Context: an optimization exercise on an open-source flow, tuned for small area. The choices shown serve that exercise and are no tape-out recipe. Only simulation tests tie the RTL to the original design; equivalence was not proved. Power is estimated from default activity; no workload was simulated.

==> tundra <==
## ddr4_access_top
module ddr4_access_top (
      input  wire         pr_logic_clk_clk,
      input  wire         iopll_locked,
      input  wire         pr_logic_mm_waitrequest,
      input  wire [511:0] pr_logic_mm_readdata,
      input  wire         pr_logic_mm_readdatavalid,
      output reg  [4:0]   pr_logic_mm_burstcount,
      output reg  [511:0] pr_logic_mm_writedata,
      output reg  [30:0]  pr_logic_mm_address,
      output reg          pr_logic_mm_write,
      output reg          pr_logic_mm_read,
      output reg  [63:0]  pr_logic_mm_byteenable,
      output reg          pr_logic_mm_debugaccess,
      input  wire         local_cal_success,
      input  wire         local_cal_fail,
      output wire         ddr4a_global_reset,
      output reg          pr_logic_reset,
      output reg          pr_logic_cra_waitrequest,
      output wire [31:0]  pr_logic_cra_readdata,
      output wire         pr_logic_cra_readdatavalid,
      input  wire [0:0]   pr_logic_cra_burstcount,
      input  wire [31:0]  pr_logic_cra_writedata,
      input  wire [13:0]  pr_logic_cra_address,
      input  wire         pr_logic_cra_write,
      input  wire         pr_logic_cra_read,
      input  wire [3:0]   pr_logic_cra_byteenable,
      input  wire         pr_logic_cra_debugaccess,
      input  wire         pr_logic_reset_reset_n
   );
   wire clk   = pr_logic_clk_clk;
   wire rst_n = pr_logic_reset_reset_n;
   reg cs1, cs2, cf1, cf2;
   always @(posedge clk or negedge rst_n) begin
      if (!rst_n) begin
         cs1 <= 1'b0; cs2 <= 1'b0; cf1 <= 1'b0; cf2 <= 1'b0;
      end else begin
         cs1 <= local_cal_success; cs2 <= cs1;
         cf1 <= local_cal_fail;    cf2 <= cf1;
      end
   end
   wire cal_success = cs2;
   wire cal_fail    = cf2;
   reg         first;           
   reg  [31:0] r1, r2, r4, r5, r6, r7;
   reg  [31:0] cnt_q;           
   reg         pass_d, sw_d;
  ...
==> flow/config.mk <==
export PLATFORM = sky130hd
export DESIGN_NAME = ddr4_access_top
export DESIGN_NICKNAME = ddr4_access_top
export VERILOG_FILES = /design/flow/design.v
export SDC_FILE = /design/flow/constraint.sdc
export NUM_CORES = 4
export LEC_CHECK = 0
export CAP_MARGIN = 20
export CORE_AREA = 10 10 290 290
export DIE_AREA = 0 0 300 300
export PLACE_DENSITY = 0.75
export SLEW_MARGIN = 20
==> flow/constraint.sdc <==
create_clock -name core_clock -period 5.0 [get_ports {pr_logic_clk_clk}]
set_input_delay 1.0000 -clock core_clock [delete_from_list [all_inputs] [get_ports {pr_logic_clk_clk}]]
set_output_delay 1.0000 -clock core_clock [all_outputs]
set_load 0.01 [all_outputs]
standard.sh (not shown) runs the stock make flow with config.mk's settings and CLKGATE_MAP_FILE= SYNTH_SCRIPT=/design/flow/synth_recipe.tcl, a recipe that flattens the netlist after the stock synthesis.
==> flow/flow/run.sh <==
#!/bin/bash
# The standard ORFS layout (standard.sh), with these changes:
# - the smallest buffer (buf_1) on every input and output port;
# - pins on met2 and met4 at the top and bottom edges (met3 at the sides);
# - one tie cell per constant instead of one per constant output;
# - a clock tree of small buffers without dummy loads.
set -euo pipefail
export CTS_ARGS="-sink_clustering_enable -dont_use_dummy_load -buf_list sky130_fd_sc_hd__clkbuf_8 -sink_clustering_size 17 -sink_clustering_max_diameter 55"
bash standard.sh "BUFFER_PORTS_ARGS=-buffer_cell sky130_fd_sc_hd__buf_1" "IO_PLACER_V=met2 met4" "SKIP_REPAIR_TIE_FANOUT=1" finish > flow_make.log 2>&1
==> inputs of maple, as changes to tundra <==
--- a/flow/design.v
+++ b/flow/design.v
@@ -59,18 +59,17 @@
    wire [2:0]  ra      = pr_logic_cra_address[4:2];
    wire        wr_ok   = pr_logic_cra_write & addr_ok;
    function automatic [31:0] inc32(input [31:0] x, input ci);
       reg [32:0] c;
       integer i;
       begin
          c[0] = ci;
          for (i = 0; i < 32; i = i + 1)
-            if ((i + 1) % 8 == 0) c[i+1] = ci & (&(x | ~((33'h1 << (i + 1)) - 33'h1)));
-            else                c[i+1] = c[i] & x[i];
+            c[i+1] = c[i] & x[i];
          inc32 = x ^ c[31:0];
       end
    endfunction
    function automatic [31:0] merge(input [31:0] old, input [31:0] wd, input [3:0] be);
       merge = { be[3] ? wd[31:24] : old[31:24],
                 be[2] ? wd[23:16] : old[23:16],
                 be[1] ? wd[15:8]  : old[15:8],
                 be[0] ? wd[7:0]   : old[7:0] };
==> flow/flow/run.sh (replaced) <==
#!/bin/bash
# The standard ORFS layout (standard.sh), with these changes:
# - the smallest buffer (buf_1) on every input and output port;
# - pins on met2 and met4 at the top and bottom edges (met3 at the sides);
# - one tie cell per constant instead of one per constant output;
# - a clock tree of small buffers without dummy loads.
set -euo pipefail
export CTS_ARGS="-sink_clustering_enable -repair_clock_nets -dont_use_dummy_load -buf_list {sky130_fd_sc_hd__clkbuf_8 sky130_fd_sc_hd__clkbuf_16} -root_buf sky130_fd_sc_hd__clkbuf_8 -tree_buf sky130_fd_sc_hd__clkbuf_8 -sink_clustering_buffer sky130_fd_sc_hd__clkbuf_16 -sink_clustering_size 30 -sink_clustering_max_diameter 70"
bash standard.sh "BUFFER_PORTS_ARGS=-buffer_cell sky130_fd_sc_hd__buf_1" "IO_PLACER_V=met2 met4" "SKIP_REPAIR_TIE_FANOUT=1" finish > flow_make.log 2>&1
==> inputs of harbor, as changes to tundra <==
--- a/flow/design.v
+++ b/flow/design.v
@@ -53,27 +53,16 @@
    reg         sw_reset;
    wire        pass, fail;
    wire        ddr_access_completed;
    reg         clear_start_operation;
    reg  [1:0]  pr_op_err;
    wire        addr_ok = ~|pr_logic_cra_address[13:5];
    wire [2:0]  ra      = pr_logic_cra_address[4:2];
    wire        wr_ok   = pr_logic_cra_write & addr_ok;
-   function automatic [31:0] inc32(input [31:0] x, input ci);
-      reg [32:0] c;
-      integer i;
-      begin
-         c[0] = ci;
-         for (i = 0; i < 32; i = i + 1)
-            if ((i + 1) % 8 == 0) c[i+1] = ci & (&(x | ~((33'h1 << (i + 1)) - 33'h1)));
-            else                c[i+1] = c[i] & x[i];
-         inc32 = x ^ c[31:0];
-      end
-   endfunction
    function automatic [31:0] merge(input [31:0] old, input [31:0] wd, input [3:0] be);
       merge = { be[3] ? wd[31:24] : old[31:24],
                 be[2] ? wd[23:16] : old[23:16],
                 be[1] ? wd[15:8]  : old[15:8],
                 be[0] ? wd[7:0]   : old[7:0] };
    endfunction
    always @(posedge clk or negedge rst_n) begin
       if (!rst_n) begin
@@ -104,38 +93,35 @@
    always @(posedge clk) begin
       cs_q   <= cal_success;
       cf_q   <= cal_fail;
       iop_q  <= iopll_locked;
       err_q  <= pr_op_err;
       pass_d <= pass;
       sw_d   <= sw_reset;
       if (first || sw_d) cnt_q <= 32'h0;
-      else               cnt_q <= inc32(cnt_q, pass_d);
+      else               cnt_q <= cnt_q + {31'h0, pass_d};
    end
-   wire [7:0] sel;
-   genvar gs;
-   generate
-      for (gs = 0; gs < 8; gs = gs + 1) begin : g_sel
-         assign sel[gs] = addr_ok && (ra == gs);
-      end
-   endgenerate
-   wire sel0_live = sel[0] & ~first;
-   wire sel0_rst  = sel[0] & first;
-   wire sel3_live = sel[3] & ~first;
-   wire sel3_rst  = sel[3] & first;
-   wire [31:0] reg0_live = {15'h0, iop_q, 2'b00, cf_q, cs_q, 2'b00, err_q, 8'h00};
-   wire [31:0] rmux =
-        ({32{sel0_live}} & reg0_live)   | ({32{sel[0]}} & 32'h0000_00ef) |
-        ({32{sel0_rst}} & 32'hace0_be00) |
-        ({32{sel[1]}} & r1) | ({32{sel[2]}} & r2) |
-        ({32{sel3_live}} & cnt_q) | ({32{sel3_rst}} & 32'hbee3_beef) |
-        ({32{sel[4]}} & r4) | ({32{sel[5]}} & r5) | ({32{sel[6]}} & r6) | ({32{sel[7]}} & r7) |
-        ({32{~addr_ok}} & 32'haabb_ccdd);
-   always @(posedge clk) rdata <= rmux;
+   wire [31:0] reg0 = first ? 32'hace0_beef
+                            : {15'h0, iop_q, 2'b00, cf_q, cs_q, 2'b00, err_q, 8'hef};
+   wire [31:0] reg3 = first ? 32'hbee3_beef : cnt_q;
+   reg [31:0] rsel;
+   always @(*) begin
+      case (ra)
+         3'd0: rsel = reg0;
+         3'd1: rsel = r1;
+         3'd2: rsel = r2;
+         3'd3: rsel = reg3;
+         3'd4: rsel = r4;
+         3'd5: rsel = r5;
+         3'd6: rsel = r6;
+         default: rsel = r7;
+      endcase
+   end
+   always @(posedge clk) rdata <= addr_ok ? rsel : 32'haabb_ccdd;
    assign pr_logic_cra_readdata      = rdata;
    assign pr_logic_cra_readdatavalid = rvalid;
    always @(*) pr_logic_cra_waitrequest = first;
    wire [1:0]  mode        = r1[1:0];
    wire        start_operation = r1[2];
    wire        emif_reset  = r1[4];
    wire        load_seed   = r1[5];
    wire [7:0]  limit       = r1[15:8];
@@ -167,17 +153,17 @@
       if (!rst_n) begin
          recal_counter <= 2'b0;
          rst_counter <= 8'b0;
          gr_q <= 1'b0; gr <= 1'b0; emif_reset_q <= 1'b0; emif_sw_reset <= 1'b0;
       end else begin
          if (sw_reset || reset_recal_counter) recal_counter <= 2'b0;
          else if (start_recalibration)        recal_counter <= {recal_counter[0], ~recal_counter[0]};
          if (start_recalibration || emif_sw_reset) rst_counter <= 8'b0;
-         else                                      rst_counter <= inc32({24'h0, rst_counter}, ~rst_counter[7]);
+         else if (!rst_counter[7])                 rst_counter <= rst_counter + 8'd1;
          gr_q <= ~rst_counter[7];
          gr   <= gr_q;
          emif_reset_q  <= emif_reset;
          emif_sw_reset <= emif_reset & ~emif_reset_q;
       end
    end
    localparam [2:0] M_IDLE = 3'd0, M_CAL = 3'd1, M_WAIT = 3'd2, M_RETRY = 3'd3, M_DDR = 3'd4;
    reg [2:0] m_state, m_next;
@@ -234,21 +220,18 @@
    end
    localparam [1:0] T_IDLE = 2'd0, T_ACTIVE = 2'd1, T_WAIT = 2'd2;
    reg  [1:0]  t_state, t_next;
    reg         start_traffic_generator_q;
    reg         completed_q;
    reg  [30:0] initial_addr;
    reg  [30:0] target_address;
    reg  [31:0] target_seed;      
-   wire [30:0] lim_w    = {23'h0, limit};
-   wire [30:0] carry_in = target_address ^ mem_addr[30:0] ^ lim_w;
-   wire [30:0] carry_out = (mem_addr[30:0] & lim_w) | ((mem_addr[30:0] | lim_w) & ~target_address);
-   wire        at_sum   = ~carry_in[0] & (carry_in[30:1] == carry_out[29:0]);
-   wire        at_final = (mode == 2'b00) ? (target_address == 31'h003f_ffff) : at_sum;
+   wire [31:0] final_addr   = (mode == 2'b00) ? 32'h003f_ffff : mem_addr + {24'h0, limit};
+   wire        at_final     = (target_address == final_addr[30:0]);
    wire        start_ddr_wr_rd = (t_state != T_IDLE);
    assign      ddr_access_completed = completed_q;
    always @(*) begin
       case (t_state)
          T_IDLE:   t_next = (!(at_final && |target_address) && start_traffic_generator) ? T_ACTIVE : T_IDLE;
          T_ACTIVE: t_next = at_final ? T_IDLE : T_WAIT;
          default:  t_next = (pass | fail) ? T_ACTIVE : T_WAIT;
       endcase
@@ -266,17 +249,17 @@
          t_state <= t_next;
          completed_q <= !first && (t_next == T_IDLE) && at_final && |target_address;
          start_traffic_generator_q <= start_traffic_generator;
       end
    end
    always @(posedge clk) begin
       if (sw_reset || first)  target_address <= 31'b0;
       else if (!start_ddr_wr_rd) target_address <= initial_addr;
-      else                    target_address <= inc32({1'b0, target_address}, pass | fail);
+      else if (pass || fail)  target_address <= target_address + 31'd1;
    end
    always @(posedge clk) initial_addr <= mem_addr[30:0];
    always @(posedge clk) begin
       if (pass || (start_traffic_generator && !start_traffic_generator_q))
          target_seed <= lfsr;
    end
    function automatic [511:0] expand(input [31:0] r);
       expand = {
==> flow/flow/run.sh (replaced) <==
#!/bin/bash
# The standard ORFS layout (standard.sh), with these changes:
# - the smallest buffer (buf_1) on every input and output port;
# - pins on met2 and met4 at the top and bottom edges (met3 at the sides);
# - one tie cell per constant instead of one per constant output;
# - a clock tree of small buffers without dummy loads.
set -euo pipefail
export CTS_ARGS="-sink_clustering_enable -repair_clock_nets -dont_use_dummy_load -buf_list sky130_fd_sc_hd__clkbuf_8 -sink_clustering_size 17 -sink_clustering_max_diameter 55"
bash standard.sh "BUFFER_PORTS_ARGS=-buffer_cell sky130_fd_sc_hd__buf_1" "IO_PLACER_V=met2 met4" "SKIP_REPAIR_TIE_FANOUT=1" finish > flow_make.log 2>&1
==> flow/config.mk (replaced) <==
export PLATFORM = sky130hd
export DESIGN_NAME = ddr4_access_top
export DESIGN_NICKNAME = ddr4_access_top
export VERILOG_FILES = /design/flow/design.v
export SDC_FILE = /design/flow/constraint.sdc
export NUM_CORES = 4
export LEC_CHECK = 0
export CAP_MARGIN = 20
export CORE_AREA = 10 10 290 290
export DIE_AREA = 0 0 300 300
export SLEW_MARGIN = 20
==> inputs of zinc, as changes to tundra <==
--- a/flow/design.v
+++ b/flow/design.v
@@ -53,27 +53,16 @@
    reg         sw_reset;
    wire        pass, fail;
    wire        ddr_access_completed;
    reg         clear_start_operation;
    reg  [1:0]  pr_op_err;
    wire        addr_ok = ~|pr_logic_cra_address[13:5];
    wire [2:0]  ra      = pr_logic_cra_address[4:2];
    wire        wr_ok   = pr_logic_cra_write & addr_ok;
-   function automatic [31:0] inc32(input [31:0] x, input ci);
-      reg [32:0] c;
-      integer i;
-      begin
-         c[0] = ci;
-         for (i = 0; i < 32; i = i + 1)
-            if ((i + 1) % 8 == 0) c[i+1] = ci & (&(x | ~((33'h1 << (i + 1)) - 33'h1)));
-            else                c[i+1] = c[i] & x[i];
-         inc32 = x ^ c[31:0];
-      end
-   endfunction
    function automatic [31:0] merge(input [31:0] old, input [31:0] wd, input [3:0] be);
       merge = { be[3] ? wd[31:24] : old[31:24],
                 be[2] ? wd[23:16] : old[23:16],
                 be[1] ? wd[15:8]  : old[15:8],
                 be[0] ? wd[7:0]   : old[7:0] };
    endfunction
    always @(posedge clk or negedge rst_n) begin
       if (!rst_n) begin
@@ -104,38 +93,35 @@
    always @(posedge clk) begin
       cs_q   <= cal_success;
       cf_q   <= cal_fail;
       iop_q  <= iopll_locked;
       err_q  <= pr_op_err;
       pass_d <= pass;
       sw_d   <= sw_reset;
       if (first || sw_d) cnt_q <= 32'h0;
-      else               cnt_q <= inc32(cnt_q, pass_d);
+      else               cnt_q <= cnt_q + {31'h0, pass_d};
    end
-   wire [7:0] sel;
-   genvar gs;
-   generate
-      for (gs = 0; gs < 8; gs = gs + 1) begin : g_sel
-         assign sel[gs] = addr_ok && (ra == gs);
-      end
-   endgenerate
-   wire sel0_live = sel[0] & ~first;
-   wire sel0_rst  = sel[0] & first;
-   wire sel3_live = sel[3] & ~first;
-   wire sel3_rst  = sel[3] & first;
-   wire [31:0] reg0_live = {15'h0, iop_q, 2'b00, cf_q, cs_q, 2'b00, err_q, 8'h00};
-   wire [31:0] rmux =
-        ({32{sel0_live}} & reg0_live)   | ({32{sel[0]}} & 32'h0000_00ef) |
-        ({32{sel0_rst}} & 32'hace0_be00) |
-        ({32{sel[1]}} & r1) | ({32{sel[2]}} & r2) |
-        ({32{sel3_live}} & cnt_q) | ({32{sel3_rst}} & 32'hbee3_beef) |
-        ({32{sel[4]}} & r4) | ({32{sel[5]}} & r5) | ({32{sel[6]}} & r6) | ({32{sel[7]}} & r7) |
-        ({32{~addr_ok}} & 32'haabb_ccdd);
-   always @(posedge clk) rdata <= rmux;
+   wire [31:0] reg0 = first ? 32'hace0_beef
+                            : {15'h0, iop_q, 2'b00, cf_q, cs_q, 2'b00, err_q, 8'hef};
+   wire [31:0] reg3 = first ? 32'hbee3_beef : cnt_q;
+   reg [31:0] rsel;
+   always @(*) begin
+      case (ra)
+         3'd0: rsel = reg0;
+         3'd1: rsel = r1;
+         3'd2: rsel = r2;
+         3'd3: rsel = reg3;
+         3'd4: rsel = r4;
+         3'd5: rsel = r5;
+         3'd6: rsel = r6;
+         default: rsel = r7;
+      endcase
+   end
+   always @(posedge clk) rdata <= addr_ok ? rsel : 32'haabb_ccdd;
    assign pr_logic_cra_readdata      = rdata;
    assign pr_logic_cra_readdatavalid = rvalid;
    always @(*) pr_logic_cra_waitrequest = first;
    wire [1:0]  mode        = r1[1:0];
    wire        start_operation = r1[2];
    wire        emif_reset  = r1[4];
    wire        load_seed   = r1[5];
    wire [7:0]  limit       = r1[15:8];
@@ -167,17 +153,17 @@
       if (!rst_n) begin
          recal_counter <= 2'b0;
          rst_counter <= 8'b0;
          gr_q <= 1'b0; gr <= 1'b0; emif_reset_q <= 1'b0; emif_sw_reset <= 1'b0;
       end else begin
          if (sw_reset || reset_recal_counter) recal_counter <= 2'b0;
          else if (start_recalibration)        recal_counter <= {recal_counter[0], ~recal_counter[0]};
          if (start_recalibration || emif_sw_reset) rst_counter <= 8'b0;
-         else                                      rst_counter <= inc32({24'h0, rst_counter}, ~rst_counter[7]);
+         else if (!rst_counter[7])                 rst_counter <= rst_counter + 8'd1;
          gr_q <= ~rst_counter[7];
          gr   <= gr_q;
          emif_reset_q  <= emif_reset;
          emif_sw_reset <= emif_reset & ~emif_reset_q;
       end
    end
    localparam [2:0] M_IDLE = 3'd0, M_CAL = 3'd1, M_WAIT = 3'd2, M_RETRY = 3'd3, M_DDR = 3'd4;
    reg [2:0] m_state, m_next;
@@ -234,21 +220,18 @@
    end
    localparam [1:0] T_IDLE = 2'd0, T_ACTIVE = 2'd1, T_WAIT = 2'd2;
    reg  [1:0]  t_state, t_next;
    reg         start_traffic_generator_q;
    reg         completed_q;
    reg  [30:0] initial_addr;
    reg  [30:0] target_address;
    reg  [31:0] target_seed;      
-   wire [30:0] lim_w    = {23'h0, limit};
-   wire [30:0] carry_in = target_address ^ mem_addr[30:0] ^ lim_w;
-   wire [30:0] carry_out = (mem_addr[30:0] & lim_w) | ((mem_addr[30:0] | lim_w) & ~target_address);
-   wire        at_sum   = ~carry_in[0] & (carry_in[30:1] == carry_out[29:0]);
-   wire        at_final = (mode == 2'b00) ? (target_address == 31'h003f_ffff) : at_sum;
+   wire [31:0] final_addr   = (mode == 2'b00) ? 32'h003f_ffff : mem_addr + {24'h0, limit};
+   wire        at_final     = (target_address == final_addr[30:0]);
    wire        start_ddr_wr_rd = (t_state != T_IDLE);
    assign      ddr_access_completed = completed_q;
    always @(*) begin
       case (t_state)
          T_IDLE:   t_next = (!(at_final && |target_address) && start_traffic_generator) ? T_ACTIVE : T_IDLE;
          T_ACTIVE: t_next = at_final ? T_IDLE : T_WAIT;
          default:  t_next = (pass | fail) ? T_ACTIVE : T_WAIT;
       endcase
@@ -266,17 +249,17 @@
          t_state <= t_next;
          completed_q <= !first && (t_next == T_IDLE) && at_final && |target_address;
          start_traffic_generator_q <= start_traffic_generator;
       end
    end
    always @(posedge clk) begin
       if (sw_reset || first)  target_address <= 31'b0;
       else if (!start_ddr_wr_rd) target_address <= initial_addr;
-      else                    target_address <= inc32({1'b0, target_address}, pass | fail);
+      else if (pass || fail)  target_address <= target_address + 31'd1;
    end
    always @(posedge clk) initial_addr <= mem_addr[30:0];
    always @(posedge clk) begin
       if (pass || (start_traffic_generator && !start_traffic_generator_q))
          target_seed <= lfsr;
    end
    function automatic [511:0] expand(input [31:0] r);
       expand = {
==> flow/flow/run.sh (replaced) <==
#!/bin/bash
# Standard ORFS layout with these changes: the smallest buffer (buf_1) on every
# input and output port, pins allowed on every routing track, and a clock tree
# of smaller buffers without dummy loads.
set -euo pipefail
export CTS_ARGS="-sink_clustering_enable -repair_clock_nets -dont_use_dummy_load -buf_list sky130_fd_sc_hd__clkbuf_8 -sink_clustering_size 20 -sink_clustering_max_diameter 60"
bash standard.sh "BUFFER_PORTS_ARGS=-buffer_cell sky130_fd_sc_hd__buf_1" "PLACE_PINS_ARGS=-min_distance 1 -min_distance_in_tracks" finish > flow_make.log 2>&1
==> flow/config.mk (replaced) <==
export PLATFORM = sky130hd
export DESIGN_NAME = ddr4_access_top
export DESIGN_NICKNAME = ddr4_access_top
export VERILOG_FILES = /design/flow/design.v
export SDC_FILE = /design/flow/constraint.sdc
export NUM_CORES = 4
export LEC_CHECK = 0
export CAP_MARGIN = 20
export CORE_AREA = 10 10 290 290
export DIE_AREA = 0 0 300 300
export SLEW_MARGIN = 20
==> run_results.csv <==
group,metric,value,unit
place,hpwl,117000,µm
worst_setup_path,crit_cells,11,
layout,clock_buffers,44,
worst_setup_path,max_stage_delay,0.57,ns
status,outcome,"finished clean",
drt,routedWlPerCell,30.9,µm
power,combPwrFrac,0.124,
clock_tree,clk-insertion-delay-late,0.69,ns
synthesis,avgSynthCellArea,10.0,µm²
The numbers above come from harbor.

==> run_results.csv <==
group,metric,value,unit
worst_setup_path,crit_cells,2,
status,outcome,"finished clean",
layout,clock_buffers,40,
clock_tree,clk-insertion-delay-late,0.61,ns
drt,routedWlPerCell,29.1,µm
place,hpwl,100000,µm
synthesis,avgSynthCellArea,11.0,µm²
power,combPwrFrac,0.180,
The numbers above come from tundra.

==> run_results.csv <==
group,metric,value,unit
status,outcome,"stopped before the end",
status,failed_stage,"global routing (5_1_grt)",
status,error,"[ERROR GRT-0116] Global routing finished with congestion. Check the congestion regions in the DRC Viewer.",
floorplan,rows,102,
synthesis,avgSynthCellArea,10.0,µm²
place,hpwl,105000,µm
synthesis,synth.cell_area,28400,µm²
The numbers above come from zinc.

==> run_results.csv <==
group,metric,value,unit
drt,routedWlPerCell,32.1,µm
status,so.violations,"setup timing",
timing,setup_viol,9,
place,hpwl,115000,µm
power,combPwrFrac,0.108,
synthesis,avgSynthCellArea,10.9,µm²
clock_tree,clk-insertion-delay-late,0.67,ns
timing,fin_ws,-0.621,ns
status,outcome,"finished with violations",
layout,clock_buffers,22,
power,p_leak,10.5,nW
The numbers above come from maple.

## re-timing with driven ports
How much do the figures lean on ideal ports? The routed layouts below were timed once more, with nothing changed but the port constraints.
Step 1 (the two cells are an assumption about what drives the block):
set clk [get_ports {pr_logic_clk_clk}]
set_driving_cell -lib_cell sky130_fd_sc_hd__clkbuf_16 $clk
set_driving_cell -lib_cell sky130_fd_sc_hd__buf_2 [delete_from_list [all_inputs] $clk]
Step 2, shift: input delay + t, output delay - t, t = (earliest + latest rising clock arrival at the registers) / 2. This alone moves slack from input paths to output paths.
Three values: no drivers, after step 1, after step 2; two values: the first two.
| run | t, ns | slack for setup (ns) | hold slack, ns | worst setup path at the end | pins driven straight from the clock port |
|---|---|---|---|---|---|
| tundra | 0.624 | 1.478 / 1.429 / 0.967 | 0.344 / 0.344 / 0.344 | input to register | 1 |
| maple | 0.697 | -0.621 / -0.621 / -0.621 | 0.174 / 0.152 / 0.366 | register to register | 1 |
| harbor | 0.701 | 0.762 / 0.762 / 0.762 | 0.235 / 0.198 / 0.339 | register to register | 1 |
For tundra, which loses most, drivers alone change the setup slack by -0.049 ns; drivers and shift together by -0.511 ns.
